From an optimization exercise on the open Yosys and OpenROAD flow, aimed at small area; shortcuts taken in it are not production practice. Where RTL was checked, it was by simulation tests only, not by an equivalence proof against the original. For runs 1 to 6, only the layout was checked, not whether the RTL still works. Power figures rest on the tool's default switching activity, not on a simulated workload.

$ cat flow/flow/run.sh
#!/bin/bash
# Own layout flow: the standard flow (standard.sh) with an area-oriented synthesis
# script (flow/my_synth.tcl) and the smallest buffer for the port buffers.
set -euo pipefail
W=$(pwd)
VARS=(SYNTH_SCRIPT="$W/flow/my_synth.tcl" BUFFER_PORTS_ARGS="-buffer_cell sky130_fd_sc_hd__buf_1")
bash standard.sh "${VARS[@]}" synth > "$W/synth.log" 2>&1
bash standard.sh "${VARS[@]}" finish > "$W/layout.log" 2>&1
$ cat flow/flow/abc_area.script
strash
&get -n
&deepsyn -T 30
&put
strash
&get -n
&dch -f
&nf -R 1000 -p
&put
topo
stime -c
$ cat flow/flow/my_synth.tcl
# The standard synthesis (synth_recipe.tcl, sourced unchanged below) with two changes:
# ABC runs the area script beside this file, and full/half-adder extraction is skipped so
# that ABC sees all of the logic. Registers are inferred and mapped exactly as standard.
set my_dir [file dirname [file normalize [info script]]]
proc abc {args} {
  set i [lsearch -exact $args -script]
  if {$i >= 0} { set args [lreplace $args [expr {$i+1}] [expr {$i+1}] $::my_dir/abc_area.script] }
  yosys abc {*}$args
}
proc extract_fa {args} { puts "skipping extract_fa" }
source [file dirname $my_dir]/synth_recipe.tcl
$ cat flow/standard.sh
#!/bin/bash
# synth_recipe.tcl (not shown) runs the flow's synth.tcl, then flattens the netlist and writes it again
# the make line also repeats each setting of config.mk as NAME=value (left out here)
make -C /OpenROAD-flow-scripts/flow DESIGN_CONFIG=/design/flow/config.mk WORK_HOME=/design/flow/orfs CLKGATE_MAP_FILE= SYNTH_SCRIPT=/design/flow/synth_recipe.tcl "${@:-finish}"
$ cat flow/config.mk
export PLATFORM = sky130hd
export DESIGN_NAME = FinalProject
export DESIGN_NICKNAME = FinalProject
export VERILOG_FILES = /design/flow/design.v
export SDC_FILE = /design/flow/constraint.sdc
export NUM_CORES = 4
export LEC_CHECK = 0
export ABC_AREA = 1
export CAP_MARGIN = 20
export CORE_MARGIN = 2
export CORE_UTILIZATION = 60
export CTS_BUF_LIST = sky130_fd_sc_hd__clkbuf_4 sky130_fd_sc_hd__clkbuf_2
export PLACE_DENSITY = 0.7
export SLEW_MARGIN = 20
$ cat flow/constraint.sdc
create_clock -name core_clock -period 200.0 [get_ports {clk}]
set_input_delay 40.0000 -clock core_clock [delete_from_list [all_inputs] [get_ports {clk}]]
set_output_delay 40.0000 -clock core_clock [all_outputs]
set_load 0.01 [all_outputs]
$ cat flow/design.v
module FinalProject (input clk, rst, pwr, key0, key1, sw5, sw4, sw3, sw2, sw1, sw0, output [0:6] hex0, hex1, hex2, hex3, hex4, hex5, output reg preheated, output reg done);
	localparam [6:0] hex_1 = 7'b1001111;
	localparam [6:0] hex_2 = 7'b0010010;
	localparam [6:0] hex_3 = 7'b0000110;
	localparam [6:0] hex_4 = 7'b1001100;
	localparam [6:0] hex_5 = 7'b0100100;
	localparam [6:0] hex_6 = 7'b0100000;
	localparam [6:0] hex_7 = 7'b0001111;
	localparam [6:0] hex_8 = 7'b0000000;
	localparam [6:0] hex_9 = 7'b0000100;
	localparam [6:0] hex_0 = 7'b0000001;
	localparam [6:0] hex_blank = 7'b1111111;
	localparam [6:0] hex_dash = 7'b1111110;
	function [6:0] seg(input [3:0] d);
		case (d)
			4'd0: seg = hex_0;
			4'd1: seg = hex_1;
			4'd2: seg = hex_2;
			4'd3: seg = hex_3;
			4'd4: seg = hex_4;
			4'd5: seg = hex_5;
			4'd6: seg = hex_6;
			4'd7: seg = hex_7;
			4'd8: seg = hex_8;
			4'd9: seg = hex_9;
			4'd14: seg = hex_dash;
			default: seg = hex_blank;
		endcase
	endfunction
	function [6:0] b2d(input [5:0] x);
		reg [2:0] t;
		reg [3:0] o;
		begin
			t = (x >= 6'd50) ? 3'd5 : (x >= 6'd40) ? 3'd4 : (x >= 6'd30) ? 3'd3 :
			    (x >= 6'd20) ? 3'd2 : (x >= 6'd10) ? 3'd1 : 3'd0;
			o = x[3:0] - {t[2:0], 1'b0} - {t[0], 3'b000};
			b2d = {t, o};
		end
	endfunction
	reg [2:0] u, w;
	reg v;
	wire u4 = (u == 3'd4);
	wire temp_tick = u4 & ~v;
	wire time_tick = u4 & (w == 3'd4);
	always @(posedge clk) begin
		if (rst) begin
			u <= 0; v <= 0; w <= 0;
		end else begin
			u <= u4 ? 3'd0 : u + 3'd1;
			if (u4) begin
				v <= ~v;
				w <= (w == 3'd4) ? 3'd0 : w + 3'd1;
			end
		end
	end
	reg [5:0] wm;
	reg [3:0] wq;
	reg [2:0] ws;
	always @(posedge clk) begin
		if (rst) begin
			wm <= 0; wq <= 0; ws <= 0;
		end else if (time_tick) begin
			if (ws == 3'd4) begin
				ws <= 0;
				if (wq == 4'd11) begin
					wq <= 0;
					wm <= (wm == 6'd59) ? 6'd0 : wm + 6'd1;
				end else
					wq <= wq + 4'd1;
			end else
				ws <= ws + 3'd1;
		end
	end
	reg k0o, k1o, f0, f1;  
	always @(posedge clk) begin
		if (rst) begin
			k0o <= 1; k1o <= 1; f0 <= 0; f1 <= 0;
		end else begin
			k0o <= key0; k1o <= key1;
			f0 <= ~key0 & k0o;
			f1 <= ~key1 & k1o;
		end
	end
	wire kinc = f0 & ~f1;
	wire kdec = f1 & ~f0;
	wire both = ~key0 & ~key1;
	reg [6:0] tk;
	reg [4:0] cm;
	reg [3:0] cq;
	reg tdone, cdone;
	wire [5:0] swv = {sw5, sw4, sw3, sw2, sw1, sw0};
	reg [6:0] dT;
	reg [6:0] dC;  
	always @(*) begin
		case (swv)
			6'b000001: begin dT = 1;  dC = 1;  end
			6'b000010: begin dT = 2;  dC = 2;  end
			6'b000100: begin dT = 5;  dC = 6;  end
			6'b001000: begin dT = 10; dC = 12; end
			6'b010000: begin dT = 20; dC = 60; end
			default:   begin dT = 0;  dC = 0;  end
		endcase
	end
	wire [6:0] t0 = (tk == 7'd13) ? 7'd60 : tk;
	wire [7:0] tsum = t0 + dT;
	wire [7:0] tdif = t0 - dT;
	reg [6:0] tnext;
	always @(*) begin
		tnext = t0;
		if (kinc) tnext = (tsum >= 8'd100) ? 7'd100 : tsum[6:0];
		if (kdec) tnext = ({1'b0, t0} <= dT + 8'd13) ? 7'd13 : tdif[6:0];
	end
	wire cinc = ~cdone & kinc;
	wire cdn = cdone | kdec;
	wire [6:0] dCe = cdone ? 7'd1 : dC;
	reg [4:0] cmn;
	reg [3:0] cqn;
	reg [6:0] mt;
	reg [4:0] qt;
	always @(*) begin
		cmn = cm; cqn = cq; qt = cq; mt = cm;
		if (cinc) begin
			case (dCe)
				7'd1, 7'd2, 7'd6: begin
					qt = cq + dCe[3:0];
					if (qt >= 5'd12) begin qt = qt - 5'd12; mt = cm + 7'd1; end
					else mt = cm;
				end
				7'd12: begin qt = cq; mt = cm + 7'd1; end
				7'd60: begin qt = cq; mt = cm + 7'd5; end
				default: begin qt = cq; mt = cm; end
			endcase
			if (mt >= 7'd30) begin cmn = 5'd30; cqn = 4'd0; end
			else begin cmn = mt[4:0]; cqn = qt[3:0]; end
		end
		if (cdn) begin
			case (dCe)
				7'd1, 7'd2, 7'd6: begin
					qt = {1'b0, cq} - dCe[4:0];
					if (qt[4]) begin qt = qt + 5'd12; mt = {2'b0, cm} - 7'd1; end
					else mt = cm;
				end
				7'd12: begin qt = cq; mt = {2'b0, cm} - 7'd1; end
				7'd60: begin qt = cq; mt = {2'b0, cm} - 7'd5; end
				default: begin qt = cq; mt = cm; end
			endcase
			if (mt[6] | (mt == 0 && qt[3:0] == 0)) begin cmn = 0; cqn = 0; end
			else begin cmn = mt[4:0]; cqn = qt[3:0]; end
		end
	end
	wire czero = (cm == 0) && (cq == 0);
	always @(posedge clk) begin
		if (rst) begin
			tk <= 7'd13; cm <= 0; cq <= 0; tdone <= 0; cdone <= 0;
		end else if (~pwr) begin
			tk <= 7'd60; cm <= 0; cq <= 0; tdone <= 0; cdone <= 0;
		end else if (~both & ~tdone) begin
			tk <= tnext;
		end else begin
			tk <= t0;
			tdone <= 1;
			if (~cdone & (~both | czero)) begin
				cm <= cmn;
				cq <= cqn;
			end else begin
				cdone <= 1;
				if (cdec) begin
					cm <= cmn;
					cq <= cqn;
				end
			end
		end
	end
	reg [5:0] xg;
	reg [3:0] xo;
	wire [5:0] tj = tk[6:1];
	wire tf = tk[0];
	wire geq = (xg == tj);
	wire g1 = (xg + 6'd1 == tj);
	wire heat = (xg < tj) | (geq & tf & (xo < 4'd5));
	wire inband = tf ? (geq & (xo >= 4'd1) & (xo <= 4'd8))
	                 : ((geq & (xo <= 4'd3)) | (g1 & (xo >= 4'd6)));
	always @(posedge clk) begin
		if (rst) begin
			xg <= 6'd6; xo <= 4'd5; preheated <= 0;
		end else if (temp_tick) begin
			preheated <= tdone & inband;
			if (tdone) begin
				if (heat) begin
					if (xo >= 4'd8) begin xo <= xo - 4'd8; xg <= xg + 6'd1; end
					else xo <= xo + 4'd2;
				end else begin
					if (xo == 4'd0) begin xo <= 4'd9; xg <= xg - 6'd1; end
					else xo <= xo - 4'd1;
				end
			end
		end
	end
	reg [2:0] rs;
	wire run = preheated & cdone;
	wire rs4 = (rs == 3'd4);
	wire rs0 = (rs == 3'd0);
	wire cdec = run & time_tick & rs4;
	wire wrap = (wm + cm >= 7'd60) | ((wm + cm == 7'd59) & (wq + cq >= 5'd12));
	always @(posedge clk) begin
		if (rst | ~run) begin
			done <= 0;
			rs <= 0;
		end else begin
			if (rs0 & (czero | wrap)) done <= 1;
			if (time_tick) rs <= rs4 ? 3'd0 : rs + 3'd1;
		end
	end
	reg [5:0] cin;
	wire [2:0] ctens, xtens;
	wire [3:0] cones, xones;
	assign {ctens, cones} = b2d(cin);
	assign {xtens, xones} = b2d(xg);
	always @(*) begin
		if (~pwr) cin = wm;
		else if (~tdone | cdone) cin = tj;
		else cin = {1'b0, cm};
	end
	wire [3:0] wsec1 = wq[0] ? {1'b0, ws} + 4'd5 : {1'b0, ws};
	reg [3:0] d0, d1, d2, d3, d4, d5;
	always @(*) begin
		d0 = 4'd15; d1 = 4'd15; d2 = 4'd15; d3 = 4'd15; d4 = 4'd15; d5 = 4'd15;
		if (~pwr) begin
			d2 = 4'd14;
			d4 = {1'b0, ctens};
			d3 = cones;
			d1 = {1'b0, wq[3:1]};
			d0 = wsec1;
		end else if (~tdone) begin
			d2 = {1'b0, ctens};
			d1 = cones;
			d0 = tf ? 4'd5 : 4'd0;
		end else if (~cdone) begin
			d2 = 4'd14;
			d4 = {1'b0, ctens};
			d3 = cones;
			d1 = {1'b0, cq[3:1]};
			d0 = cq[0] ? 4'd5 : 4'd0;
		end else begin
			d5 = {1'b0, ctens};
			d4 = cones;
			d3 = tf ? 4'd5 : 4'd0;
			d2 = {1'b0, xtens};
			d1 = xones;
			d0 = xo;
		end
	end
	assign hex0 = seg(d0);
	assign hex1 = seg(d1);
	assign hex2 = seg(d2);
	assign hex3 = seg(d3);
	assign hex4 = seg(d4);
	assign hex5 = seg(d5);
endmodule
==> metrics.cfg, run 1 <==
[outcome]
outcome = finished clean

[worst_setup_path]
crit_fanout = 19
worst-path-buf-inv = 4
r2r_end = cq[3]
cpMaxStageDelayCell = a211oi_1
cp-end-kind = primary output
path_common_cell = nor2_1
crit_start = pwr
worst-setup-path-type = in2out
reg2reg_from = cdone
r2r_cells = 13
reg2reg_slack_ns = 196.20
crit_family = compound AO/OA/AOI/OAI gates
cp_slowest_stage_delay_ns = 0.75
required_ns = 160.00
worstPathCellList = buf_1 -> buf_4 -> clkinv_1 -> nor2_1 -> nand2_1 -> nor2_1 -> a21oi_1 -> o21ai_0 -> o21ai_0 -> a21oi_1 -> nor2_1 -> a211oi_1 -> nor3b_1 -> nor2_1 -> o21ai_0 -> nor2_1 -> a311oi_1 -> a31o_1 -> or2_0 -> a21boi_0 -> nor2b_1 -> buf_1
setup.worst_path.start_class = primary input
cp.arrival_ns = 44.92
crit_cells = 22

[cts]
cts_root_buffer = clkbuf_4
clkTransAtPathRegs_ns = 0.12
cts-resized-gates = 0
clkLatencyLatePin_ns = 0.42
clock_path_buffers = 2
cts-hold-fix-buffers = 0
cts_setup_buffers = 0
cts_max_level = 3
cts_num_sinks = 57
cts_buffers = 9
cts_tree = done

[synthesis]
synth_ff_type = dfxtp_1
yosysTopAreaCell = dfxtp_1
async_flop_share_pct = 0
synth_area_um2 = 4430
yosysSeqAreaShare_pct = 25.8
ys_ff_latch = 57
synth_top_area_share_pct = 25.8
ys_warn_count = 1
syn_nets = 668
yosysUniqueCellTypes = 53
synth.avg_cell_area_um2 = 6.74
synthCells = 657
synth.area.top_cells = dfxtp_1 26%, nor2_1 8.9%, a21oi_1 7.7%, o21ai_0 6.6%, nand2_1 6.4%
synth-edff-count = 0

[layout]
mostFrequentLayoutCells = 105 x nor2_1, 75 x nand2_1, 68 x a21oi_1
fin_nets = 736
n_antenna_cell = 0
drive_above_1_share_pct = 2.47
areaGrowthSynthToFinish_pct = 11.1
finish.utilization_pct = 68.2
layout_commonest_cell = nor2_1

[min_path]
hold_depth = 1
hold-path-endpoint = f1
min_path_type = reg2reg
hp-start = k1o

[placed_design]
place_ws_ns = 115.15
place_hpwl_um = 9750
place_congestion = 0.973
port_buffers = 54

[timing]
finalCriticalPeriod_ns = 84.92
hold_viol_final = 0
fin_crit_sh_pct = 42.5
slew_viol_final = 0
fin_skew_ns = 0.0169
fin_setup_tns_ns = 0
rsz0062_at_grt = false
slew_headroom_pct = 27.5
worst_slack_ns = 115.09
worst_pin_slew_ns = 1.08
setup_viol = 0
max_freq_ghz = 0.0118

[die]
die_area_um2 = 8080
num_rows = 31
ioPinCount = 55
start_util_pct = 61.3
core_area_um2 = 7210
dieHeight_um = 89.9
die_x_um = 89.9

[detailed_routing]
ant_nets = 0
vias = 5284
first_pass_iters = 5
routed_wl_um = 13100
drt_iter0_drc = 386
wire_per_inst_um = 15.8
drc = 0
viasPerCell = 6.37

[power]
powerDensity_nw_per_um2 = 5.61
leakagePower_nw = 1.69
p_clk_share_pct = 32.7
p_sw_w = 0.00000980
p_comb_share_pct = 24.2
seq_power_share_pct = 43.1
netSwitchingFraction_pct = 35.5
intPower_w = 0.0000178
peakVddDrop_mv = 0.00388

[grt]
grt_pass1_wl_um = 21500
antenna_found_initial = 0
grt_usage_pct = 31.6
gr-total-overflow = 0
grt_max_degree = 38
grt_pass1_vias = 4609

[run]
drv_cap = 0

per-layer routing:
layer  share of wire (%)  vias up  GRT usage (%)
met5                   0        -              0
met1                  43     2406           40.4
li1                    -     2545              -
met4                 3.4        0           13.8
met3                 7.4       52           4.69
met2                  46      281           53.2
registers in the layout, indices dropped and copies added, names as in the netlist:
register,count
xo,4
preheated,1
cdone,1
cm,5
v,1
xg,6
f0,1
f1,1
k0o,1
u,3
done,1
wq,4
rs,3
tk,7
ws,3
k1o,1
wm,6
cq,4
w,3
tdone,1
how the worst max path moves through the flow:
stage                   end  slack [ns]
CTS                 hex4[2]      115.16
global placement    hex4[2]      115.52
finish              hex4[2]      115.09
floorplan           hex4[2]      116.00
global route        hex4[2]      114.45
detailed placement  hex4[2]      115.15
Yosys cell counts (3+ instances only):
cell,count
nand2b_1,29
and2_0,10
a2111oi_0,3
nand2_1,75
o21ai_0,58
nor3b_1,9
a22oi_1,6
clkinv_1,25
a31o_1,3
nand3b_1,3
o211ai_1,5
a32oi_1,3
nor3_1,20
or3_1,5
nor4_1,5
o21a_1,5
nor2b_1,13
and3_1,15
nand3_1,18
dfxtp_1,57
mux2i_1,3
a21boi_0,5
o21bai_1,7
or2_0,6
o22ai_1,15
a31oi_1,12
xnor2_1,21
and4b_1,3
a21oi_1,68
xor2_1,7
a211oi_1,11
nor2_1,105
kinds of logic (layout without fill, tap and decap cells):
family	after synthesis	count (layout)	share of synthesized area, %
AND/OR/NAND/NOR	322	322	35.1
AO/OA/AOI/OAI	220	220	30.3
flip-flops	57	57	25.8
XOR/XNOR	28	28	5.54
buffers and inverters	25	98	2.12
multiplexers	4	4	0.933
adder cells (fa/ha/maj)	1	1	0.226
stage by stage:
step                      hold WS, ns  power [W]  cells  instance area, um2
final                           0.462  0.0000276    829                4920
after global placement          0.421  0.0000185    813                4770
after CTS                       0.463  0.0000274    829                4920
after detailed placement        0.437  0.0000186    813                4770
after global routing            0.472  0.0000287    829                4920
after floorplan                 0.414  0.0000166    657                4430
power by group through the flow:
stage / logic (W) / registers (W) / clock network (W)
after global placement: 0.00000639 / 0.0000121 / 0
final: 0.00000667 / 0.0000119 / 0.00000903
after global routing: 0.00000732 / 0.0000119 / 0.00000947
after CTS: 0.00000652 / 0.0000119 / 0.00000896
after floorplan: 0.00000458 / 0.0000120 / 0
after detailed placement: 0.00000650 / 0.0000121 / 0
worst reg2reg max path, delay by kind of cell (launching register included):
kind / cells / cell delay, ns
AND/OR/NAND/NOR: 5 / 0.80
flip-flops: 1 / 0.71
adder cells (fa/ha/maj): 1 / 0.38
AO/OA/AOI/OAI: 7 / 1.86
cell type report:
| cell class | count | area [um2] |
|---|---|---|
| inverter | 25 | 93.8 |
| timing repair buffer | 57 | 225 |
| multi-input combinational | 575 | 3190 |
| fill | 658 | 2300 |
| clock inverter | 7 | 76.3 |
| clock buffer | 9 | 67.6 |
| tap | 99 | 124 |
| sequential | 57 | 1140 |
==> inputs of run 2 (changes only) <==
--- a/flow/flow/run.sh
+++ b/flow/flow/run.sh
@@ -4,5 +4,5 @@
 set -euo pipefail
 W=$(pwd)
-VARS=(SYNTH_SCRIPT="$W/flow/my_synth.tcl" BUFFER_PORTS_ARGS="-buffer_cell sky130_fd_sc_hd__buf_1")
+VARS=(SYNTH_SCRIPT="$W/flow/my_synth.tcl" BUFFER_PORTS_ARGS="-buffer_cell sky130_fd_sc_hd__buf_1" "CTS_ARGS=-repair_clock_nets -dont_use_dummy_load -buf_list sky130_fd_sc_hd__clkbuf_16")
 bash standard.sh "${VARS[@]}" synth > "$W/synth.log" 2>&1
 bash standard.sh "${VARS[@]}" finish > "$W/layout.log" 2>&1
==> metrics.cfg, run 2 <==
[layout]
layout_commonest_cell = nor2_1
mostFrequentLayoutCells = 105 x nor2_1, 75 x nand2_1, 68 x a21oi_1
finish.utilization_pct = 69.3  ; +1.1 points
largest-register = tk
top_regs = tk: 7 flops, wm: 6 flops, xg: 6 flops
fillerInstances = 650  ; -1.2%
n_antenna_cell = 0  ; unchanged
largest_reg_flops = 7  ; unchanged
areaGrowthSynthToFinish_pct = 13.0
drive_above_1_share_pct = 1.66  ; -0.81 points
fin_nets = 736  ; unchanged

[worst_setup_path]
crit_fanout = 19  ; unchanged
cpMaxStageDelayCell = a211oi_1
crit_family = compound AO/OA/AOI/OAI gates
worst-setup-path-type = in2out
worstPathCellList = buf_1 -> buf_4 -> clkinv_1 -> nor2_1 -> nand2_1 -> nor2_1 -> a21oi_1 -> o21ai_0 -> o21ai_0 -> a21oi_1 -> nor2_1 -> a211oi_1 -> nor3b_1 -> nor2_1 -> o21ai_0 -> nor2_1 -> a311oi_1 -> a31o_1 -> or2_0 -> a21boi_0 -> nor2b_1 -> buf_1
cp-end-kind = primary output
path_common_cell = nor2_1
required_ns = 160.00  ; about the same
cp.arrival_ns = 44.89  ; -0.03 ns
setup.worst_path.start_class = primary input
cp_slowest_stage_delay_ns = 0.75  ; about the same
worst-path-buf-inv = 4  ; unchanged

[placed_design]
port_buffers = 54  ; unchanged
place_congestion = 0.973  ; unchanged
place_hpwl_um = 9750  ; unchanged

[detailed_routing]
routed_wl_um = 13100  ; -0.27%
drc = 0  ; unchanged
vias = 5210  ; -1.4%
ant_nets = 0  ; unchanged
first_pass_iters = 5  ; unchanged
wire_per_inst_um = 15.9  ; +0.57%
viasPerCell = 6.34  ; -0.56%
drt_iter0_drc = 406  ; +5.2%

[power]
p_sw_w = 0.00000917  ; -6.4%
seq_power_share_pct = 38.6  ; -4.5 points
leakagePower_nw = 1.72  ; +2.1%
intPower_w = 0.0000217  ; +22%
netSwitchingFraction_pct = 29.7  ; -5.8 points
powerDensity_nw_per_um2 = 6.18  ; +10%
p_clk_share_pct = 39.9  ; +7.2 points
peakVddDrop_mv = 0.00538  ; +39%
p_comb_share_pct = 21.6  ; -2.6 points

[cts]
cts_tree = done
cts_buffers = 9  ; unchanged
cts-hold-fix-buffers = 0  ; unchanged
cts_root_buffer = clkbuf_16
cts_max_level = 3  ; unchanged
clock_path_buffers = 2  ; unchanged
cts_setup_buffers = 0  ; unchanged
cts-resized-gates = 0  ; unchanged
clkTransAtPathRegs_ns = 0.06  ; -0.06 ns
clkLatencyLatePin_ns = 0.33  ; -0.09 ns
cts_num_sinks = 57  ; unchanged

[timing]
slew_viol_final = 0  ; unchanged
fin_setup_tns_ns = 0  ; unchanged
worst_pin_slew_ns = 1.14  ; +0.0561 ns
rsz0062_at_grt = false
fin_skew_ns = 0.0200  ; +0.00302 ns
fin_crit_sh_pct = 42.4  ; about the same
setup_viol = 0  ; unchanged
finalCriticalPeriod_ns = 84.89  ; -0.0210 ns
max_freq_ghz = 0.0118  ; about the same
slew_headroom_pct = 23.8  ; -3.8 points
hold_viol_final = 0  ; unchanged

[synthesis]
synth.avg_cell_area_um2 = 6.74  ; unchanged
yosys.cell_count.top_type = nor2_1
yosysSeqAreaShare_pct = 25.8  ; unchanged
synth.area.top_cells = dfxtp_1 26%, nor2_1 8.9%, a21oi_1 7.7%, o21ai_0 6.6%, nand2_1 6.4%
synth_top_area_share_pct = 25.8  ; unchanged
yosysUniqueCellTypes = 53  ; unchanged
synth-edff-count = 0  ; unchanged
async_flop_share_pct = 0  ; unchanged
synth_area_um2 = 4430  ; unchanged
yosysTopAreaCell = dfxtp_1
synthCells = 657  ; unchanged
yosys-top-cells-count = 105 x nor2_1, 75 x nand2_1, 68 x a21oi_1
synth_ff_type = dfxtp_1
ys_ff_latch = 57  ; unchanged
ys_warn_count = 1  ; unchanged
syn_nets = 668  ; unchanged

[die]
ioPinCount = 55  ; unchanged
num_rows = 31  ; unchanged
start_util_pct = 61.3  ; unchanged
die_x_um = 89.9  ; unchanged
dieHeight_um = 89.9  ; unchanged
core_area_um2 = 7210  ; unchanged
die_area_um2 = 8080  ; unchanged

[grt]
grt_pass1_wl_um = 21500  ; +0.41%
antenna_found_initial = 0  ; unchanged
gr-total-overflow = 0  ; unchanged
grt_max_degree = 38  ; unchanged
grt_usage_pct = 31.9  ; +0.26 points
grt_pass1_vias = 4586  ; -0.50%

[outcome]
outcome = finished clean

[run]
drv_cap = 0  ; unchanged

[min_path]
min_path_type = reg2reg

## run 2: cell counts after synthesis
No cell type changed its count.
## run 2: kinds of logic (layout without fill, tap and decap cells)
| family | count (synthesis) | in the layout | share of synthesized area, % |
|---|---|---|---|
| AO/OA/AOI/OAI | 220 | 220 | 30.3 |
| XOR/XNOR | 28 | 28 | 5.54 |
| adder cells (fa/ha/maj) | 1 | 1 | 0.226 |
| buffers and inverters | 25 | 91 | 2.12 |
| flip-flops | 57 | 57 | 25.8 |
| multiplexers | 4 | 4 | 0.933 |
| AND/OR/NAND/NOR | 322 | 322 | 35.1 |
## run 2: metrics by stage
step                setup slack (ns)  power [W]  hold slack, ns  instance area, um2  std cells
finish                        115.11  0.0000309           0.451                5000        822
global route                  114.44  0.0000323           0.462                5000        822
floorplan                     116.00  0.0000166           0.414                4430        657
CTS                           115.15  0.0000309           0.451                5000        822
detailed placement            115.15  0.0000186           0.437                4770        813
global placement              115.52  0.0000185           0.421                4770        813
## run 2: power by group through the flow
| stage | clock network [W] | registers (W) | logic, W |
|---|---|---|---|
| 4_1_cts | 0.0000124 | 0.0000119 | 0.00000653 |
| 6_report | 0.0000123 | 0.0000119 | 0.00000666 |
| 3_5_place_dp | 0 | 0.0000121 | 0.00000650 |
| 3_3_place_gp | 0 | 0.0000121 | 0.00000639 |
| 5_1_grt | 0.0000130 | 0.0000119 | 0.00000732 |
| 2_1_floorplan | 0 | 0.0000120 | 0.00000458 |
## run 2: layer usage
metal	GRT usage, %	wire, um
met5	0	0
met3	5.62	984
met4	13.5	408
met2	52.8	6020
met1	41.1	5660
## run 2: final cells by class
cell class | instances | area (um2) | area share, %
timing repair buffer | 57 | 225 | 4.50
inverter | 25 | 93.8 | 1.88
tap | 99 | 124 | 2.48
multi-input combinational | 575 | 3190 | 63.8
sequential | 57 | 1140 | 22.8
clock buffer | 9 | 225 | 4.50
## run 2: path summary, 6_finish.rpt
kind	start	end	slack (ns)	depth (start not counted)
max	pwr	hex4[2]	115.11	22
min	k1o	f1	0.45	1
max reg2reg	cdone	cq[3]	196.24	13
min reg2reg	k1o	f1	0.45	1
==> inputs of run 3 (changes only) <==
==> flow/flow/run.sh (replaced) <==
#!/bin/bash
# Own layout flow: the standard flow (standard.sh) with an area-oriented synthesis
# script (flow/my_synth.tcl) and the smallest buffer for the port buffers.
set -euo pipefail
W=$(pwd)
VARS=(SYNTH_SCRIPT="$W/flow/my_synth.tcl" BUFFER_PORTS_ARGS="-buffer_cell sky130_fd_sc_hd__buf_1" "CTS_ARGS=-sink_clustering_enable -repair_clock_nets -dont_use_dummy_load -buf_list sky130_fd_sc_hd__clkbuf_4 sky130_fd_sc_hd__clkbuf_8")
bash standard.sh "${VARS[@]}" synth > "$W/synth.log" 2>&1
bash standard.sh "${VARS[@]}" finish > "$W/layout.log" 2>&1
==> metrics.cfg, run 3 <==
[outcome]
outcome = aborted with a tool error
lastStage = clock tree synthesis
error_message = [ERROR STA-0564] clock_tree_synthesis positional arguments not supported.

[synthesis]
synth_top_area_share_pct = 25.8  ; unchanged
synth.area.top_cells = dfxtp_1 26%, nor2_1 8.9%, a21oi_1 7.7%, o21ai_0 6.6%, nand2_1 6.4%
yosysSeqAreaShare_pct = 25.8  ; unchanged
synth_ff_type = dfxtp_1
synthCells = 657  ; unchanged
ys_ff_latch = 57  ; unchanged
yosysTopAreaCell = dfxtp_1
yosys-top-cells-count = 105 x nor2_1, 75 x nand2_1, 68 x a21oi_1
async_flop_share_pct = 0  ; unchanged
synth-edff-count = 0  ; unchanged
yosysUniqueCellTypes = 53  ; unchanged
syn_nets = 668  ; unchanged
synth_area_um2 = 4430  ; unchanged
synth.avg_cell_area_um2 = 6.74  ; unchanged
yosys.cell_count.top_type = nor2_1
ys_warn_count = 1  ; unchanged

[placed_design]
place_hpwl_um = 9750  ; unchanged
port_buffers = 54  ; unchanged
place_ws_ns = 115.15  ; unchanged
place_congestion = 0.973  ; unchanged
dp_cells = 813  ; unchanged

[die]
die_x_um = 89.9  ; unchanged
dieHeight_um = 89.9  ; unchanged
num_rows = 31  ; unchanged
start_util_pct = 61.3  ; unchanged
ioPinCount = 55  ; unchanged

-- run 3: worst max-delay path by stage --
| stage | from | to | slack [ns] | cells past startpoint |
|---|---|---|---|---|
| 3_5_place_dp | pwr | hex4[2] | 115.15 | 22 |
| 2_1_floorplan | pwr | hex4[2] | 116.00 | 19 |
| 3_3_place_gp | pwr | hex4[2] | 115.52 | 23 |
-- run 3: per-stage QoR --
step / area, um2 / total power (W)
3_5_place_dp: 4770 / 0.0000186
3_3_place_gp: 4770 / 0.0000185
2_1_floorplan: 4430 / 0.0000166
-- run 3: kinds of logic after synthesis --
kind of cell / count (synthesis) / synth area share (%)
flops: 57 / 25.8
simple gates: 322 / 35.1
compound gates: 220 / 30.3
xor+xnor: 28 / 5.54
mux: 4 / 0.933
fa+ha+maj: 1 / 0.226
buf+inv: 25 / 2.12
-- run 3: power by group through the flow --
stage               combinational, W  sequential [W]  clock, W
floorplan                 0.00000458       0.0000120         0
detailed placement        0.00000650       0.0000121         0
global placement          0.00000639       0.0000121         0
==> inputs of run 4 (changes only) <==
==> flow/flow/run.sh (replaced) <==
#!/bin/bash
# Own layout flow: the standard flow (standard.sh) with an area-oriented synthesis
# script (flow/my_synth.tcl) and the smallest buffer for the port buffers.
set -euo pipefail
W=$(pwd)
VARS=(SYNTH_SCRIPT="$W/flow/my_synth.tcl" BUFFER_PORTS_ARGS="-buffer_cell sky130_fd_sc_hd__buf_1" "CTS_ARGS=-sink_clustering_enable -repair_clock_nets -dont_use_dummy_load -buf_list {sky130_fd_sc_hd__clkbuf_4 sky130_fd_sc_hd__clkbuf_8}")
bash standard.sh "${VARS[@]}" synth > "$W/synth.log" 2>&1
bash standard.sh "${VARS[@]}" finish > "$W/layout.log" 2>&1
==> metrics.cfg, run 4 <==
[worst_setup_path]
path_common_cell = nor2_1
required_ns = 160.00
worstPathCellList = buf_1 -> buf_4 -> clkinv_1 -> nor2_1 -> nand2_1 -> nor2_1 -> a21oi_1 -> o21ai_0 -> o21ai_0 -> a21oi_1 -> nor2_1 -> a211oi_1 -> nor3b_1 -> nor2_1 -> o21ai_0 -> nor2_1 -> a311oi_1 -> a31o_1 -> or2_0 -> a21boi_0 -> nor2b_1 -> buf_1
crit_fanout = 19
cpMaxStageDelayCell = a211oi_1
setup.worst_path.start_class = primary input
worst-setup-path-type = in2out
cp-end-kind = primary output
crit_family = compound AO/OA/AOI/OAI gates
cp_slowest_stage_delay_ns = 0.74
cp.arrival_ns = 44.90
worst-path-buf-inv = 4

[synthesis]
synth_mux_area_share_pct = 0.933  ; unchanged
synth_area_um2 = 4430  ; unchanged
synth_xor_area_share_pct = 5.54  ; unchanged
synth_simple_gate_area_share_pct = 35.1  ; unchanged
yosysSeqAreaShare_pct = 25.8  ; unchanged
syn_nets = 668  ; unchanged
synth_top_family_by_area = simple AND/OR/NAND/NOR gates
synthCells = 657  ; unchanged
yosysTopAreaCell = dfxtp_1
synth_ff_type = dfxtp_1
ys_warn_count = 1  ; unchanged
synth-compound-area-share_pct = 30.3  ; unchanged
synth.avg_cell_area_um2 = 6.74  ; unchanged
yosys.cell_count.top_type = nor2_1
ys_ff_latch = 57  ; unchanged
yosysUniqueCellTypes = 53  ; unchanged
async_flop_share_pct = 0  ; unchanged
synth-edff-count = 0  ; unchanged
synth_top_area_share_pct = 25.8  ; unchanged
synth.area.top_cells = dfxtp_1 26%, nor2_1 8.9%, a21oi_1 7.7%, o21ai_0 6.6%, nand2_1 6.4%
yosys-top-cells-count = 105 x nor2_1, 75 x nand2_1, 68 x a21oi_1
synth_fa_ha_area_share_pct = 0.226  ; unchanged

[grt]
gr-total-overflow = 0
grt_pass1_wl_um = 21200
grt_max_degree = 38
antenna_found_initial = 0
grt_usage_pct = 31.1
grt_pass1_vias = 4544

[die]
ioPinCount = 55  ; unchanged
dieHeight_um = 89.9  ; unchanged
die_x_um = 89.9  ; unchanged
die_area_um2 = 8080
core_area_um2 = 7210
num_rows = 31  ; unchanged
start_util_pct = 61.3  ; unchanged

[timing]
slew_viol_final = 0
fin_setup_tns_ns = 0
max_freq_ghz = 0.0118
rsz0062_at_grt = false
finalCriticalPeriod_ns = 84.90
setup_viol = 0
worst_pin_slew_ns = 1.06
slew_headroom_pct = 29.1
fin_skew_ns = 0.0294
fin_crit_sh_pct = 42.5
hold_viol_final = 0

[detailed_routing]
drc = 0
drt_iter0_drc = 355
first_pass_iters = 7
routed_wl_um = 12900
viasPerCell = 6.33
vias = 5200
ant_nets = 0
wire_per_inst_um = 15.6

[layout]
mostFrequentLayoutCells = 105 x nor2_1, 75 x nand2_1, 68 x a21oi_1
fin_nets = 736
layout.cells.non_filler = 822
n_antenna_cell = 0
largest-register = tk
layout_commonest_cell = nor2_1
top_regs = tk: 7 flops, wm: 6 flops, xg: 6 flops
drive_above_1_share_pct = 1.66
largest_reg_flops = 7
areaGrowthSynthToFinish_pct = 10.7
fillerInstances = 662

[cts]
clkTransAtPathRegs_ns = 0.08
cts_tree = done
cts_root_buffer = clkbuf_8
clkLatencyLatePin_ns = 0.33
clock_path_buffers = 2
cts_buffers = 9
cts_setup_buffers = 0
cts_max_level = 3
cts_num_sinks = 57
cts-hold-fix-buffers = 0
cts-resized-gates = 0

[placed_design]
dp_cells = 813  ; unchanged
place_hpwl_um = 9750  ; unchanged
place_congestion = 0.973  ; unchanged
port_buffers = 54  ; unchanged

[power]
peakVddDrop_mv = 0.00497
powerDensity_nw_per_um2 = 5.41
leakagePower_nw = 1.68

[outcome]
outcome = finished clean

[min_path]
min_path_type = reg2reg

[run]
drv_cap = 0

[run 4: cell counts after synthesis]
Identical to the previous run, type by type.
[run 4: power by group]
part	internal, W	total [W]	leakage (nW)	switching (W)
logic	0.00000231	0.00000663	1.15	0.00000432
clock network	0.00000398	0.00000796	0.0647	0.00000397
registers	0.0000116	0.0000119	0.462	0.000000319
[run 4: kinds of logic (layout without fill, tap and decap cells)]
group,after synthesis,count (layout)
and+or+nand+nor,322,322
AOI/OAI and AO/OA,220,220
DFF,57,57
xor gates and xnor gates,28,28
buffers and inverters,25,91
muxes,4,4
adders and majority gates,1,1
[run 4: final timing paths]
kind | startpoint | end | slack, ns | cells after the start
setup / recovery | pwr | hex4[2] | 115.10 | 22
setup reg to reg | cdone | cq[3] | 196.24 | 13
hold reg to reg | k1o | f1 | 0.46 | 1
hold / removal | k1o | f1 | 0.46 | 1
[run 4: per-stage QoR]
stage	hold WS (ns)	util, %	power [W]	worst slack, ns	cell area, um2
6_report	0.455	67.9	0.0000265	115.10	4900
2_1_floorplan	0.414	-	0.0000166	116.00	4430
3_3_place_gp	0.421	66.2	0.0000185	115.52	4770
5_1_grt	0.466	67.9	0.0000278	114.45	4900
3_5_place_dp	0.437	66.2	0.0000186	115.15	4770
4_1_cts	0.456	67.9	0.0000265	115.16	4900
[run 4: worst reg2reg max path, delay by kind of cell (launching register included)]
family | cells | cell delay, ns
AO/OA/AOI/OAI | 7 | 1.81
adder cells (fa/ha/maj) | 1 | 0.37
flip-flops | 1 | 0.68
AND/OR/NAND/NOR | 5 | 0.80
[run 4: final cells by class]
class / count / area [um2] / area share (%)
inverter: 25 / 93.8 / 1.92
tap: 99 / 124 / 2.53
multi-input combinational: 575 / 3190 / 65.1
clock buffer: 9 / 124 / 2.53
sequential: 57 / 1140 / 23.3
timing repair buffer: 57 / 225 / 4.60
[run 4: metal layers]
layer / part of all wire [%] / GRT usage (%)
met4: 3.3 / 13.5
met5: 0 / 0
met3: 6.7 / 5.11
met1: 44 / 40.2
met2: 46 / 51.6
==> inputs of run 5 (changes only) <==
==> flow/flow/run.sh (replaced) <==
#!/bin/bash
# Own layout flow: the standard flow (standard.sh) with an area-oriented synthesis
# script (flow/my_synth.tcl) and the smallest buffer for the port buffers.
set -euo pipefail
W=$(pwd)
VARS=(SYNTH_SCRIPT="$W/flow/my_synth.tcl" BUFFER_PORTS_ARGS="-buffer_cell sky130_fd_sc_hd__buf_1" "CTS_ARGS=-sink_clustering_enable -sink_clustering_size 30 -sink_clustering_max_diameter 500 -repair_clock_nets -dont_use_dummy_load -buf_list {sky130_fd_sc_hd__clkbuf_4}")
bash standard.sh "${VARS[@]}" synth > "$W/synth.log" 2>&1
bash standard.sh "${VARS[@]}" finish > "$W/layout.log" 2>&1
==> metrics.cfg, run 5 <==
[timing]
setup_viol = 0  ; unchanged
worst_slack_ns = 115.09  ; -0.0110 ns
fin_crit_sh_pct = 42.5  ; about the same
worst_pin_slew_ns = 1.09  ; +0.0365 ns
hold_viol_final = 0  ; unchanged
slew_viol_final = 0  ; unchanged
fin_skew_ns = 0.0454  ; +0.0160 ns
fin_setup_tns_ns = 0  ; unchanged
rsz0062_at_grt = false
max_freq_ghz = 0.0118  ; about the same
slew_headroom_pct = 26.7  ; -2.5 points
finalCriticalPeriod_ns = 84.92  ; +0.0110 ns

[worst_setup_path]
r2r_cells = 13  ; unchanged
cp.arrival_ns = 44.92  ; +0.02 ns
reg2reg_from = cdone
setup.worst_path.start_class = primary input
worst-setup-path-type = in2out
required_ns = 160.00  ; about the same
r2r_end = cq[3]
reg2reg_slack_ns = 196.22  ; -0.02 ns
crit_start = pwr
crit_fanout = 19  ; unchanged
cp-end-kind = primary output

[layout]
fin_area_um2 = 4840  ; -1.1%
mostFrequentLayoutCells = 105 x nor2_1, 75 x nand2_1, 68 x a21oi_1
largest-register = tk
fin_nets = 736  ; unchanged
layout_commonest_cell = nor2_1
areaGrowthSynthToFinish_pct = 9.41
drive_above_1_share_pct = 1.66  ; unchanged
fillerInstances = 677  ; +2.3%
largest_reg_flops = 7  ; unchanged
top_regs = tk: 7 flops, wm: 6 flops, xg: 6 flops
n_antenna_cell = 0  ; unchanged

[synthesis]
synth.area.top_cells = dfxtp_1 26%, nor2_1 8.9%, a21oi_1 7.7%, o21ai_0 6.6%, nand2_1 6.4%
synthCells = 657  ; unchanged
yosysUniqueCellTypes = 53  ; unchanged
synth_top_area_share_pct = 25.8  ; unchanged
yosys.cell_count.top_type = nor2_1
async_flop_share_pct = 0  ; unchanged
ys_warn_count = 1  ; unchanged
yosys-top-cells-count = 105 x nor2_1, 75 x nand2_1, 68 x a21oi_1
synth_ff_type = dfxtp_1
yosysTopAreaCell = dfxtp_1
synth.avg_cell_area_um2 = 6.74  ; unchanged
syn_nets = 668  ; unchanged
synth_area_um2 = 4430  ; unchanged
synth-edff-count = 0  ; unchanged
yosysSeqAreaShare_pct = 25.8  ; unchanged
ys_ff_latch = 57  ; unchanged

[cts]
cts_buffers = 9  ; unchanged
clock_path_buffers = 2  ; unchanged
clkLatencyLatePin_ns = 0.41  ; +0.08 ns
cts_setup_buffers = 0  ; unchanged
cts_root_buffer = clkbuf_4
cts_num_sinks = 57  ; unchanged
cts_max_level = 3  ; unchanged
cts-hold-fix-buffers = 0  ; unchanged
cts_tree = done
clkTransAtPathRegs_ns = 0.12  ; +0.04 ns
cts-resized-gates = 0  ; unchanged

[die]
start_util_pct = 61.3  ; unchanged
num_rows = 31  ; unchanged
dieHeight_um = 89.9  ; unchanged
die_area_um2 = 8080  ; unchanged
ioPinCount = 55  ; unchanged
core_area_um2 = 7210  ; unchanged
die_x_um = 89.9  ; unchanged

[grt]
grt_max_degree = 38  ; unchanged
antenna_found_initial = 0  ; unchanged
gr-total-overflow = 0  ; unchanged
grt_usage_pct = 31.3  ; +0.14 points
grt_pass1_wl_um = 21300  ; +0.62%
grt_pass1_vias = 4575  ; +0.68%

[detailed_routing]
vias = 5209  ; +0.17%
wire_per_inst_um = 15.7  ; +0.42%
ant_nets = 0  ; unchanged
drt_iter0_drc = 405  ; +14%
viasPerCell = 6.34  ; +0.17%
first_pass_iters = 6  ; -1
routed_wl_um = 12900  ; +0.42%
drc = 0  ; unchanged

[run]
drv_cap = 0  ; unchanged

[placed_design]
dpl_cell_area_um2 = 4770  ; unchanged
place_ws_ns = 115.15  ; unchanged
place_congestion = 0.973  ; unchanged
place_hpwl_um = 9750  ; unchanged
port_buffers = 54  ; unchanged

[min_path]
min_path_type = reg2reg
hold_depth = 1  ; unchanged
hp-start = k1o
hold-path-endpoint = f1

[power]
peakVddDrop_mv = 0.00414  ; -17%
leakagePower_nw = 1.65  ; -1.4%
powerDensity_nw_per_um2 = 5.04  ; -6.8%

[outcome]
outcome = finished clean

## run 5: cells by family (layout without fill, tap and decap cells)
| group | Yosys count | after routing | share of synthesized area, % |
|---|---|---|---|
| compound gates | 220 | 220 | 30.3 |
| flops | 57 | 57 | 25.8 |
| buf+inv | 25 | 91 | 2.12 |
| xor+xnor | 28 | 28 | 5.54 |
| mux | 4 | 4 | 0.933 |
| simple gates | 322 | 322 | 35.1 |
| fa+ha+maj | 1 | 1 | 0.226 |
## run 5: layout make-up
cell class              instances  area, um2  area share [%]
multi-input cells             575       3190            65.9
well taps                      99        124            2.56
inverters                      25       93.8            1.94
clock buffers                   9       67.6            1.40
repair buffers                 57        225            4.65
flip-flops and latches         57       1140            23.6
## run 5: power by group
part / switching [W] / internal [W] / total (W)
Sequential: 0.000000319 / 0.0000116 / 0.0000119
Clock: 0.00000379 / 0.00000209 / 0.00000588
Combinational: 0.00000433 / 0.00000231 / 0.00000664
Total: 0.00000844 / 0.0000160 / 0.0000244
## run 5: critical path: stages
cell and delay (ns):
buf_1 0.06, buf_4 0.22, clkinv_1 0.29, nor2_1 0.28, nand2_1 0.18, nor2_1 0.13, a21oi_1 0.06, o21ai_0 0.12
o21ai_0 0.22, a21oi_1 0.26, nor2_1 0.08, a211oi_1 0.74, nor3b_1 0.26, nor2_1 0.12, o21ai_0 0.40, nor2_1 0.09
a311oi_1 0.43, a31o_1 0.25, or2_0 0.16, a21boi_0 0.22, nor2b_1 0.16, buf_1 0.15
## run 5: worst max path at each step
stage | to | depth (start not counted)
4_1_cts | hex4[2] | 22
3_5_place_dp | hex4[2] | 22
5_1_grt | hex4[2] | 22
3_3_place_gp | hex4[2] | 23
6_report | hex4[2] | 22
2_1_floorplan | hex4[2] | 19
## run 5: per-layer routing
| metal | GRT usage [%] | share of wire (%) | vias up | wire [um] |
|---|---|---|---|---|
| met1 | 40.3 | 43 | 2361 | 5520 |
| li1 | - | - | 2544 | - |
| met3 | 4.61 | 7.9 | 47 | 1020 |
| met2 | 52.3 | 46 | 257 | 5940 |
| met4 | 13.7 | 3.4 | 0 | 440 |
| met5 | 0 | 0 | - | 0 |
## run 5: stage by stage
| step | power (W) | hold slack [ns] | util, % | std cells |
|---|---|---|---|---|
| floorplan | 0.0000166 | 0.414 | - | 657 |
| global placement | 0.0000185 | 0.421 | 66.2 | 813 |
| detailed placement | 0.0000186 | 0.437 | 66.2 | 813 |
| CTS | 0.0000243 | 0.463 | 67.1 | 822 |
| global route | 0.0000256 | 0.472 | 67.1 | 822 |
| finish | 0.0000244 | 0.462 | 67.1 | 822 |
==> inputs of run 6 (changes only) <==
==> flow/flow/run.sh (replaced) <==
#!/bin/bash
# Own layout flow: the standard flow (standard.sh) with an area-oriented synthesis
# script (flow/my_synth.tcl) and the smallest buffer for the port buffers.
set -euo pipefail
W=$(pwd)
VARS=(SYNTH_SCRIPT="$W/flow/my_synth.tcl" BUFFER_PORTS_ARGS="-buffer_cell sky130_fd_sc_hd__buf_1" "CTS_ARGS=-sink_clustering_enable -sink_clustering_size 64 -sink_clustering_max_diameter 500 -repair_clock_nets -dont_use_dummy_load -buf_list {sky130_fd_sc_hd__clkbuf_8}")
bash standard.sh "${VARS[@]}" synth > "$W/synth.log" 2>&1
bash standard.sh "${VARS[@]}" finish > "$W/layout.log" 2>&1
==> metrics.cfg, run 6 <==
[outcome]
outcome = finished clean

[timing]
rsz0062_at_grt = false
fin_skew_ns = 0.0294  ; -0.0160 ns
slew_headroom_pct = 29.1  ; +2.5 points
setup_viol = 0  ; unchanged
fin_crit_sh_pct = 42.5  ; about the same
max_freq_ghz = 0.0118  ; about the same
slew_viol_final = 0  ; unchanged
fin_setup_tns_ns = 0  ; unchanged
finalCriticalPeriod_ns = 84.90  ; -0.0110 ns
worst_pin_slew_ns = 1.06  ; -0.0365 ns
hold_viol_final = 0  ; unchanged
worst_slack_ns = 115.10  ; +0.0110 ns
whs_ns = 0.455  ; -0.00716 ns

[cts]
clock_path_buffers = 2  ; unchanged
clkTransAtPathRegs_ns = 0.08  ; -0.04 ns
cts_root_buffer = clkbuf_8
cts_tree = done
cts_max_level = 3  ; unchanged
cts_buffers = 9  ; unchanged
cts_setup_buffers = 0  ; unchanged
clkLatencyLatePin_ns = 0.33  ; -0.08 ns
cts-hold-fix-buffers = 0  ; unchanged
cts-resized-gates = 0  ; unchanged
cts_num_sinks = 57  ; unchanged

[synthesis]
synth.area.top_cells = dfxtp_1 26%, nor2_1 8.9%, a21oi_1 7.7%, o21ai_0 6.6%, nand2_1 6.4%
synth.avg_cell_area_um2 = 6.74  ; unchanged
yosysUniqueCellTypes = 53  ; unchanged
yosysTopAreaCell = dfxtp_1
async_flop_share_pct = 0  ; unchanged
synth_top_area_share_pct = 25.8  ; unchanged
yosys-top-cells-count = 105 x nor2_1, 75 x nand2_1, 68 x a21oi_1
yosysSeqAreaShare_pct = 25.8  ; unchanged
ys_ff_latch = 57  ; unchanged
syn_nets = 668  ; unchanged
synth-edff-count = 0  ; unchanged
synth_area_um2 = 4430  ; unchanged
ys_warn_count = 1  ; unchanged
yosys.cell_count.top_type = nor2_1
synth_ff_type = dfxtp_1
synthCells = 657  ; unchanged

[worst_setup_path]
r2r_end = cq[3]
setup.worst_path.start_class = primary input
cp-end-kind = primary output
reg2reg_slack_ns = 196.24  ; +0.02 ns
required_ns = 160.00  ; about the same
reg2reg_from = cdone
endpoint = hex4[2]
crit_start = pwr
crit_fanout = 19  ; unchanged
cp.arrival_ns = 44.90  ; -0.02 ns
r2r_cells = 13  ; unchanged
worst-setup-path-type = in2out

[die]
ioPinCount = 55  ; unchanged
core_area_um2 = 7210  ; unchanged
num_rows = 31  ; unchanged
dieHeight_um = 89.9  ; unchanged
die_x_um = 89.9  ; unchanged
start_util_pct = 61.3  ; unchanged
die_area_um2 = 8080  ; unchanged

[placed_design]
place_ws_ns = 115.15  ; unchanged
port_buffers = 54  ; unchanged
dpl_cell_area_um2 = 4770  ; unchanged
place_congestion = 0.973  ; unchanged
place_hpwl_um = 9750  ; unchanged

[power]
p_comb_share_pct = 25.0  ; -2.2 points
p_clk_share_pct = 30.1  ; +6.0 points
powerDensity_nw_per_um2 = 5.41  ; +7.3%
p_sw_w = 0.00000861  ; +2.0%
seq_power_share_pct = 44.9  ; -3.8 points
power_w = 0.0000265  ; +8.5%
netSwitchingFraction_pct = 32.5  ; -2.1 points
peakVddDrop_mv = 0.00497  ; +20%
leakagePower_nw = 1.68  ; +1.4%
intPower_w = 0.0000179  ; +12%

[detailed_routing]
ant_nets = 0  ; unchanged
drc = 0  ; unchanged
routed_wl_um = 12900  ; -0.42%
wire_per_inst_um = 15.6  ; -0.42%
viasPerCell = 6.33  ; -0.17%
drt_iter0_drc = 355  ; -12%
vias = 5200  ; -0.17%
first_pass_iters = 7  ; +1

[grt]
antenna_found_initial = 0  ; unchanged
grt_max_degree = 38  ; unchanged
grt_pass1_vias = 4544  ; -0.68%
gr-total-overflow = 0  ; unchanged
grt_usage_pct = 31.1  ; -0.14 points
grt_pass1_wl_um = 21200  ; -0.62%

[layout]
layout_commonest_cell = nor2_1
top_regs = tk: 7 flops, wm: 6 flops, xg: 6 flops
areaGrowthSynthToFinish_pct = 10.7
largest_reg_flops = 7  ; unchanged
mostFrequentLayoutCells = 105 x nor2_1, 75 x nand2_1, 68 x a21oi_1
largest-register = tk
fin_nets = 736  ; unchanged
n_antenna_cell = 0  ; unchanged
fin_area_um2 = 4900  ; +1.2%
fillerInstances = 662  ; -2.2%
drive_above_1_share_pct = 1.66  ; unchanged

[run]
drv_cap = 0  ; unchanged

[min_path]
min_path_type = reg2reg

-- run 6: cell counts after synthesis --
Identical to the previous run, type by type.
-- run 6: layer usage --
layer / track usage (%) / up-vias / part of all wire (%)
met5: 0 / - / 0
met2: 51.6 / 246 / 46
met1: 40.2 / 2365 / 44
li1: - / 2544 / -
met3: 5.11 / 45 / 6.7
met4: 13.5 / 0 / 3.3
-- run 6: kinds of logic after synthesis --
family                     share of synthesized area [%]
buffers and inverters                               2.12
and+or+nand+nor                                     35.1
muxes                                              0.933
adders and majority gates                          0.226
DFF                                                 25.8
AOI/OAI and AO/OA                                   30.3
xor gates and xnor gates                            5.54
-- run 6: power by group through the flow --
| stage | registers (W) | logic [W] | clock network, W |
|---|---|---|---|
| after global placement | 0.0000121 | 0.00000639 | 0 |
| after CTS | 0.0000119 | 0.00000652 | 0.00000807 |
| after floorplan | 0.0000120 | 0.00000458 | 0 |
| after detailed placement | 0.0000121 | 0.00000650 | 0 |
| final | 0.0000119 | 0.00000663 | 0.00000796 |
| after global routing | 0.0000119 | 0.00000731 | 0.00000858 |
-- run 6: worst max-delay path, stage by stage --
cell and delay (ns):
buf_1 0.06, buf_4 0.22, clkinv_1 0.29, nor2_1 0.28
nand2_1 0.19, nor2_1 0.13, a21oi_1 0.06, o21ai_0 0.12
o21ai_0 0.22, a21oi_1 0.26, nor2_1 0.08, a211oi_1 0.74
nor3b_1 0.26, nor2_1 0.12, o21ai_0 0.40, nor2_1 0.09
a311oi_1 0.43, a31o_1 0.25, or2_0 0.16, a21boi_0 0.22
nor2b_1 0.16, buf_1 0.15
-- run 6: worst min-delay path by stage --
stage / depth (start not counted) / startpoint / endpoint / slack (ns)
2_1_floorplan: 1 / k0o / f0 / 0.41
3_3_place_gp: 1 / k1o / f1 / 0.42
3_5_place_dp: 1 / k0o / f0 / 0.44
4_1_cts: 1 / k1o / f1 / 0.46
5_1_grt: 1 / k1o / f1 / 0.47
6_report: 1 / k1o / f1 / 0.46
-- run 6: metrics by stage --
step / instances / utilization, %
2_1_floorplan: 657 / -
3_3_place_gp: 813 / 66.2
3_5_place_dp: 813 / 66.2
4_1_cts: 822 / 67.9
5_1_grt: 822 / 67.9
6_report: 822 / 67.9
-- run 6: area by class of cell --
| class | instances | area, um2 | area share [%] |
|---|---|---|---|
| Timing Repair Buffer | 57 | 225 | 4.60 |
| Multi-Input combinational cell | 575 | 3190 | 65.1 |
| Inverter | 25 | 93.8 | 1.92 |
| Tap cell | 99 | 124 | 2.53 |
| Sequential cell | 57 | 1140 | 23.3 |
| Clock buffer | 9 | 124 | 2.53 |
==> inputs of run 7 (changes only) <==
--- a/flow/design.v
+++ b/flow/design.v
@@ -111,7 +111,4 @@
 		if (kdec) tnext = ({1'b0, t0} <= dT + 8'd13) ? 7'd13 : tdif[6:0];
 	end
-	wire cinc = ~cdone & kinc;
-	wire cdn = cdone | kdec;
-	wire [6:0] dCe = cdone ? 7'd1 : dC;
 	reg [4:0] cmn;
 	reg [3:0] cqn;
@@ -120,8 +117,8 @@
 	always @(*) begin
 		cmn = cm; cqn = cq; qt = cq; mt = cm;
-		if (cinc) begin
-			case (dCe)
+		if (kinc) begin
+			case (dC)
 				7'd1, 7'd2, 7'd6: begin
-					qt = cq + dCe[3:0];
+					qt = cq + dC[3:0];
 					if (qt >= 5'd12) begin qt = qt - 5'd12; mt = cm + 7'd1; end
 					else mt = cm;
@@ -134,8 +131,8 @@
 			else begin cmn = mt[4:0]; cqn = qt[3:0]; end
 		end
-		if (cdn) begin
-			case (dCe)
+		if (kdec) begin
+			case (dC)
 				7'd1, 7'd2, 7'd6: begin
-					qt = {1'b0, cq} - dCe[4:0];
+					qt = {1'b0, cq} - dC[4:0];
 					if (qt[4]) begin qt = qt + 5'd12; mt = {2'b0, cm} - 7'd1; end
 					else mt = cm;
@@ -160,14 +157,9 @@
 			tk <= t0;
 			tdone <= 1;
-			if (~cdone & (~both | czero)) begin
+			if ((~both & ~cdone) | czero) begin
 				cm <= cmn;
 				cq <= cqn;
-			end else begin
+			end else
 				cdone <= 1;
-				if (cdec) begin
-					cm <= cmn;
-					cq <= cqn;
-				end
-			end
 		end
 	end
@@ -197,17 +189,29 @@
 		end
 	end
+	reg [4:0] rm;
+	reg [3:0] rq;
 	reg [2:0] rs;
+	reg tst;
 	wire run = preheated & cdone;
-	wire rs4 = (rs == 3'd4);
-	wire rs0 = (rs == 3'd0);
-	wire cdec = run & time_tick & rs4;
 	wire wrap = (wm + cm >= 7'd60) | ((wm + cm == 7'd59) & (wq + cq >= 5'd12));
+	wire rzero = (rm == 0) & (rq == 0) & (rs == 0);
+	wire [4:0] am = tst ? rm : cm;
+	wire [3:0] aq = tst ? rq : cq;
+	wire [2:0] as = tst ? rs : 3'd0;
 	always @(posedge clk) begin
 		if (rst | ~run) begin
-			done <= 0;
-			rs <= 0;
-		end else begin
-			if (rs0 & (czero | wrap)) done <= 1;
-			if (time_tick) rs <= rs4 ? 3'd0 : rs + 3'd1;
+			done <= 0; tst <= 0;
+			rm <= 0; rq <= 0; rs <= 0;
+		end else begin
+			tst <= 1;
+			if (tst ? rzero : wrap) done <= 1;
+			rm <= am; rq <= aq; rs <= as;
+			if (time_tick) begin
+				if (as == 0) begin
+					rs <= 3'd4;
+					if (aq == 0) begin rq <= 4'd11; rm <= am - 5'd1; end
+					else rq <= aq - 4'd1;
+				end else rs <= as - 3'd1;
+			end
 		end
 	end
==> flow/run.sh (new file) <==
#!/bin/bash
# synth_recipe.tcl (not shown) runs the flow's synth.tcl, then flattens the netlist and writes it again
# the make line also repeats each setting of config.mk as NAME=value (left out here)
make -C /OpenROAD-flow-scripts/flow DESIGN_CONFIG=/design/flow/config.mk WORK_HOME=/design/flow/orfs CLKGATE_MAP_FILE= SYNTH_SCRIPT=/design/flow/synth_recipe.tcl finish
--- a/flow/config.mk
+++ b/flow/config.mk
@@ -10,5 +10,4 @@
 export CORE_MARGIN = 2
 export CORE_UTILIZATION = 60
-export CTS_BUF_LIST = sky130_fd_sc_hd__clkbuf_4 sky130_fd_sc_hd__clkbuf_2
 export PLACE_DENSITY = 0.7
 export SLEW_MARGIN = 20
removed: flow/flow/run.sh
removed: flow/flow/abc_area.script
removed: flow/flow/my_synth.tcl
removed: flow/standard.sh
==> metrics.cfg, run 7 <==
[timing]
setup_viol = 0  ; unchanged
worst_slack_ns = 115.40  ; +0.303 ns
fin_setup_tns_ns = 0  ; unchanged
slew_headroom_pct = 52.1  ; +23 points
slew_viol_final = 0  ; unchanged
rsz0062_at_grt = false
worst_pin_slew_ns = 0.714  ; -0.342 ns
max_freq_ghz = 0.0118  ; +0.36%
fin_crit_sh_pct = 42.3  ; -0.15 points
hold_viol_final = 0  ; unchanged
fin_skew_ns = 0.0111  ; -0.0183 ns
finalCriticalPeriod_ns = 84.60  ; -0.303 ns

[min_path]
min_path_type = reg2reg
hp-start = k0o
hold-path-endpoint = f0
hold_depth = 2  ; +1

[synthesis]
yosysUniqueCellTypes = 49  ; -7.5%
yosys.cell_count.top_type = nand2_1
yosysSeqAreaShare_pct = 16.9  ; -8.8 points
yosysTopAreaCell = dfxtp_1
ys_warn_count = 1  ; unchanged
synth_ff_type = dfxtp_1
synth_area_um2 = 7920  ; +79%
synth_top_area_share_pct = 16.9  ; -8.8 points
synthCells = 1264  ; +92%
synth.area.top_cells = dfxtp_1 17%, ha_1 17%, nand2_1 15%, inv_1 8.4%, o21ai_0 6.7%
yosys-top-cells-count = 315 x nand2_1, 177 x inv_1, 112 x nor2_1
synth-edff-count = 0  ; unchanged
syn_nets = 1386  ; +110%
synth.avg_cell_area_um2 = 6.26  ; -7.0%
ys_ff_latch = 67  ; +18%
async_flop_share_pct = 0  ; unchanged

[worst_setup_path]
setup.worst_path.start_class = primary input
r2r_end = cq[1]
required_ns = 160.00  ; about the same
reg2reg_slack_ns = 196.53  ; +0.29 ns
cp.arrival_ns = 44.60  ; -0.30 ns
reg2reg_from = cq[1]
worst-setup-path-type = in2out
cp_slowest_stage_delay_ns = 0.75  ; about the same
r2r_cells = 20  ; +7
cp-end-kind = primary output
worst-path-buf-inv = 6  ; +2
crit_family = buffers and inverters
crit_fanout = 18  ; -1
worstPathCellList = clkdlybuf4s50_1 -> inv_1 -> nand2_1 -> nand2_4 -> inv_2 -> ha_1 -> o31ai_4 -> nand2_4 -> ha_1 -> inv_1 -> o21ai_0 -> inv_1 -> ha_1 -> or2_2 -> o21ai_0 -> nand3_1 -> nand2_1 -> clkdlybuf4s50_1
cpMaxStageDelayCell = clkdlybuf4s50_1

[detailed_routing]
ant_nets = 0  ; unchanged
viasPerCell = 5.45  ; -14%
first_pass_iters = 5  ; -2
drt_iter0_drc = 449  ; +26%
wire_per_inst_um = 13.6  ; -13%
vias = 8083  ; +55%
routed_wl_um = 20200  ; +57%
drc = 0  ; unchanged

[power]
seq_power_share_pct = 31.5  ; -13 points
netSwitchingFraction_pct = 33.3  ; +0.81 points
peakVddDrop_mv = 0.00307  ; -38%
powerDensity_nw_per_um2 = 4.99  ; -7.8%
p_comb_share_pct = 31.9  ; +6.9 points
p_clk_share_pct = 36.7  ; +6.6 points
leakagePower_nw = 4.45  ; +170%
intPower_w = 0.0000295  ; +65%
power_w = 0.0000443  ; +67%
p_sw_w = 0.0000148  ; +71%

[grt]
antenna_found_initial = 0  ; unchanged
grt_max_degree = 19  ; -50%
grt_usage_pct = 29.0  ; -2.1 points
grt_pass1_wl_um = 34300  ; +62%
grt_pass1_vias = 7376  ; +62%
gr-total-overflow = 0  ; unchanged

[layout]
areaGrowthSynthToFinish_pct = 12.2
fin_nets = 1429  ; +94%
top_regs = tk: 7 flops, wm: 6 flops, xg: 6 flops
n_antenna_cell = 0  ; unchanged
drive_above_1_share_pct = 4.73  ; +3.1 points
layout_commonest_cell = nand2_1
mostFrequentLayoutCells = 315 x nand2_1, 177 x inv_1, 112 x nor2_1
largest-register = tk
largest_reg_flops = 7  ; unchanged

[run]
drv_cap = 0  ; unchanged

[placed_design]
place_ws_ns = 115.42  ; +0.266 ns
place_congestion = 0.916  ; -5.9%
port_buffers = 54  ; unchanged
place_hpwl_um = 15900  ; +63%

[cts]
clkTransAtPathRegs_ns = 0.05  ; -0.03 ns
cts_setup_buffers = 0  ; unchanged
clkLatencyLatePin_ns = 0.34  ; about the same
cts-hold-fix-buffers = 0  ; unchanged
clock_path_buffers = 2  ; unchanged
cts-resized-gates = 0  ; unchanged
cts_num_sinks = 67  ; +18%
cts_max_level = 3  ; unchanged
cts_root_buffer = clkbuf_16
cts_buffers = 9  ; unchanged
cts_tree = done

[die]
die_area_um2 = 14100  ; +75%
core_area_um2 = 12800  ; +77%
die_x_um = 119  ; +32%
dieHeight_um = 119  ; +32%
start_util_pct = 62.0  ; +0.64 points
num_rows = 41  ; +32%
ioPinCount = 55  ; unchanged

[outcome]
outcome = finished clean

## run 7: cell count changes after synthesis, sizes merged, moves of 13 or more
cell and change:
clkbuf +15, clkinv -17, nand3 +67, nand2b -29, ha +105, inv +182
a21oi +18, nor2b -13, and3 -15, o21ai +51, xor2 +21, nand2 +262
## run 7: layout make-up
| type | count | area, um2 |
|---|---|---|
| clock buffer | 11 | 243 |
| clock inverter | 5 | 61.3 |
| fill | 1177 | 3890 |
| inverter | 190 | 713 |
| multi-input combinational | 985 | 5770 |
| sequential | 67 | 1340 |
| tap | 172 | 215 |
| timing repair buffer | 54 | 541 |
## run 7: power by group through the flow
stage | Combinational (W) | Clock (W) | Sequential (W)
2_1_floorplan | 0.00000954 | 0 | 0.0000141
3_3_place_gp | 0.0000139 | 0 | 0.0000142
3_5_place_dp | 0.0000141 | 0 | 0.0000142
4_1_cts | 0.0000141 | 0.0000163 | 0.0000139
5_1_grt | 0.0000161 | 0.0000170 | 0.0000140
6_report | 0.0000141 | 0.0000162 | 0.0000139
## run 7: cell families after synthesis
logic type / after synthesis / share of synthesized area (%)
AND/OR/NAND/NOR: 588 / 32.9
AO/OA/AOI/OAI: 245 / 17.4
buffers and inverters: 212 / 10.2
adder cells (fa/ha/maj): 111 / 18.1
flip-flops: 67 / 16.9
XOR/XNOR: 41 / 4.54
## run 7: layer usage
| metal | global-route usage, % | vias to the layer above | share of wire (%) |
|---|---|---|---|
| met5 | 0 | - | 0 |
| met4 | 10.5 | 0 | 2.5 |
| met3 | 4.26 | 38 | 5.1 |
| met2 | 48.6 | 201 | 46 |
| met1 | 37.9 | 3622 | 46 |
| li1 | - | 4222 | - |
## run 7: how the worst max path moves through the flow
stage          from      end  slack, ns  cells past startpoint
6_report        pwr  hex3[6]     115.40                     18
5_1_grt         pwr  hex1[4]     114.98                     19
4_1_cts         pwr  hex3[6]     115.41                     18
3_3_place_gp    pwr  hex3[6]     115.58                     18
3_5_place_dp    pwr  hex3[6]     115.42                     18
2_1_floorplan   pwr  hex3[6]     117.15                     18
## run 7: tightest hold or removal path: stages (launching register included)
cell and delay, ns:
dfxtp_1 0.29, nand2_1 0.05, nor2_1 0.03
## run 7: stage by stage
step / util [%] / cells / hold slack, ns / instance area [um2]
5_1_grt: 69.5 / 1484 / 0.446 / 8880
4_1_cts: 69.5 / 1484 / 0.424 / 8880
2_1_floorplan: - / 1264 / 0.402 / 7920
3_5_place_dp: 67.2 / 1468 / 0.417 / 8580
6_report: 69.5 / 1484 / 0.422 / 8880
3_3_place_gp: 67.2 / 1468 / 0.414 / 8580

-- static timing again, ports no longer ideal --
The flow's constraints put no driver on any port. The routed layouts listed below were extracted and timed again, unchanged, in two steps. Step 1 sets driving cells, clkbuf_16 on the clock port and buf_2 on the other inputs (assumed; they add their load-dependent delay and slew). Step 2 moves the port delays by t, midway between the first and last clock arrival at a register: inputs arrive t later, outputs are due t later. That takes back most of the time a late clock gives input paths. Slacks: ideal ports / drivers / drivers and shift; pairs: ideal ports / drivers.
run	t, ns	setup slack, ns	pins driven straight from the clock port
run 1	0.439	115.085 / 115.062 / 115.062	1
run 2	0.355	115.106 / 115.084 / 115.084	1
run 4	0.353	115.096 / 115.074 / 115.074	1
run 5	0.422	115.085 / 115.063 / 115.063	1
run 6	0.353	115.096 / 115.074 / 115.074	1
run 7	0.382	115.399 / 115.361 / 115.361	1
After both steps every run listed still meets setup and hold. The setup slack of run 7, which loses most, moves by -0.038 ns with the drivers and by -0.038 ns with both steps.
